Source: an optimization exercise on an open RTL-to-GDS flow (aim: small area, a short achievable clock period and few clock cycles). Production flows keep margins and buffers that such runs may drop.
The RTL was checked by simulation tests, not by an equivalence proof against the original design.

Setup of orange:
==> flow/design.v (excerpt) <==
module riscv_sys (
    input          i_clk,
    input          i_rst_n,
    input  [31:0]  i_IMEM_data,
    output [31:0]  o_IMEM_addr,
    output         o_mem_cen,
    output         o_mem_wen,
    output [31:0]  o_mem_addr,
    output [127:0] o_mem_wdata,
    input  [127:0] i_mem_rdata,
    input          i_mem_stall,
    output         o_finish
);
Settings: LEC_CHECK=0, CAP_MARGIN=40, CORE_MARGIN=2, CORE_UTILIZATION=40, CTS_CLUSTER_DIAMETER=80, CTS_CLUSTER_SIZE=24, PLACE_DENSITY=0.6, SLEW_MARGIN=40; clock period 25.0 ns.
standard.sh (not shown) runs the stock make flow with config.mk's settings and CLKGATE_MAP_FILE= SYNTH_SCRIPT=/design/flow/synth_recipe.tcl, a recipe that flattens the netlist after the stock synthesis.
==> flow/flow/run.sh <==
#!/bin/bash
# The standard ORFS layout (standard.sh, unchanged synthesis) with two
# changes to how it is made: the port buffers buffer_ports inserts are
# buf_2 cells (every port still gets its buffer), and timing repair is asked
# to leave 18.5 ns of setup slack at the 25 ns clock, so that the layout is
# made for the shortest period it can reach. The full output of the make
# run goes to make_finish.log here; ORFS's own logs stay under orfs/logs.
set -uo pipefail
export BUFFER_PORTS_ARGS="-buffer_cell sky130_fd_sc_hd__buf_2"
bash standard.sh SETUP_SLACK_MARGIN=18.5 finish > make_finish.log 2>&1
status=$?
tail -n 20 make_finish.log
exit $status
Testbench counts of orange, summed over its fixed seeds: cycles 88,284.
Changes in purple relative to orange:
diff --git a/flow/design.v b/flow/design.v
--- a/flow/design.v
+++ b/flow/design.v
@@ -47,29 +47,25 @@
     wire op_wr   = ~(op_st | op_br | op_sys);
     wire [31:0] rfq [0:31];
     wire        rf_we;
     wire [4:0]  rf_wa;
     wire [31:0] rf_wd;
     reg  [31:0] wd;
     reg         rst_q;           
-    reg  [4:0]  ini;             
-    always @(posedge i_clk) begin
+    always @(posedge i_clk)
         rst_q <= i_rst_n;
-        ini   <= ini + 5'd1;
-    end
-    wire        we_all = rf_we | ~rst_q;
-    wire [4:0]  wa_all = rst_q ? rf_wa : ini;
-    wire [31:0] wd_all = rst_q ? rf_wd :
-                         (ini == 5'd2) ? 32'hbffffff0 : (ini == 5'd3) ? 32'h10008000 : 32'd0;
+    wire [31:0] wd_all = rf_wd & {32{rst_q}};
     assign rfq[0] = 32'd0;
     genvar g;
     generate for (g = 1; g < 32; g = g + 1) begin : g_rf
         reg [31:0] r;
+        wire [31:0] d = (g == 2) ? (rst_q ? rf_wd : 32'hbffffff0) :
+                        (g == 3) ? (rst_q ? rf_wd : 32'h10008000) : wd_all;
         always @(posedge i_clk)
-            if (we_all && wa_all == g) r <= wd_all;
+            if ((rf_we && rf_wa == g) || !rst_q) r <= d;
         assign rfq[g] = r;
     end endgenerate
     reg  [31:1] oh1, oh2;
     reg  [31:0] r1, r2;
     integer k;
     always @(*) begin
         r1 = 32'd0;
Results
purple does worse than orange on maximum frequency.
Summary of purple over orange: routed wire length higher; clock sink count lower; minimum period implied by the final worst setup slack higher; top fanout value on the critical path higher; final cell utilization of the core higher.
Worst hold-check slack for purple: 0.097 ns up relative to orange
orange → purple: number of global-route vias before repair grew by 250.
Testbench counts of purple, summed over its fixed seeds: cycles 88,284.

--- another note on this design; it stands on its own ---

## Q
// riscv_sys
module riscv_sys (
    input          i_clk,
    input          i_rst_n,
    input  [31:0]  i_IMEM_data,
    output [31:0]  o_IMEM_addr,
    output         o_mem_cen,
    output         o_mem_wen,
    output [31:0]  o_mem_addr,
    output [127:0] o_mem_wdata,
    input  [127:0] i_mem_rdata,
    input          i_mem_stall,
    output         o_finish
);
Settings: LEC_CHECK=0, CAP_MARGIN=40, CORE_MARGIN=2, CORE_UTILIZATION=40, CTS_CLUSTER_DIAMETER=80, CTS_CLUSTER_SIZE=24, PLACE_DENSITY=0.5, SLEW_MARGIN=40; clock period 25.0 ns.
standard.sh (not shown) runs the stock make flow with config.mk's settings and CLKGATE_MAP_FILE= SYNTH_SCRIPT=/design/flow/synth_recipe.tcl, a recipe that flattens the netlist after the stock synthesis.
==> flow/flow/run.sh <==
#!/bin/bash
# The standard ORFS layout (standard.sh, unchanged synthesis) with two
# changes to how it is made: the port buffers buffer_ports inserts are
# buf_2 cells (every port still gets its buffer), and timing repair is asked
# to leave 18.5 ns of setup slack at the 25 ns clock, so that the layout is
# made for the shortest period it can reach. The full output of the make
# run goes to make_finish.log here; ORFS's own logs stay under orfs/logs.
set -uo pipefail
export BUFFER_PORTS_ARGS="-buffer_cell sky130_fd_sc_hd__buf_2"
bash standard.sh SETUP_SLACK_MARGIN=18.5 finish > make_finish.log 2>&1
status=$?
tail -n 20 make_finish.log
exit $status
Testbench counts of Q, summed over its fixed seeds: cycles 90,648.
#### Input delta (S over Q)
- TNS_END_PERCENT: unset -> 20
Cmp S and Q / worst-margin pin slew / lower: S
In terms of maximum frequency, S and Q differ only marginally.
In the metrics for S and Q, the one carrying the higher critical path depth is Q.
Signed area change from the synthesized netlist to the final layout: S vs Q down 1.9 points
Going from Q to S, post-route cell area now sits lower, setup slack comparable.

static timing again, ports no longer ideal:
The results above use ideal ports. As a check the final layouts listed here were re-extracted and re-timed, cells and wires unchanged. Step 1, drivers: a clkbuf_16 drives i_clk and a buf_2 each remaining input, both assumed. Step 2 also shifts input and output timing later by t, the mid clock arrival at the registers, as if the neighbouring blocks saw the same clock. Three values: no drivers, after step 1, after step 2; two values: the first two.
| run | shift t [ns] | setup WS [ns] | worst hold slack (ns) | clock arrival spread, ns | worst register clock-pin slew, ns |
|---|---|---|---|---|---|
| orange | 0.871 | 18.418 / 18.328 / 17.723 | 0.463 / 0.463 / 0.463 | 0.085 / 0.085 | 0.10 / 0.10 |
| purple | 0.883 | 18.368 / 18.368 / 17.548 | 0.560 / 0.560 / 0.560 | 0.069 / 0.069 | 0.11 / 0.11 |
| Q | 0.907 | 18.294 / 18.294 / 17.451 | 0.464 / 0.464 / 0.464 | 0.090 / 0.090 | 0.10 / 0.10 |
| S | 0.885 | 18.293 / 18.230 / 17.452 | 0.463 / 0.463 / 0.463 | 0.070 / 0.070 | 0.10 / 0.10 |
After both steps every run listed still meets setup and hold. The setup slack of Q, which loses most, moves by 0.000 ns with the drivers and by -0.843 ns with both steps.
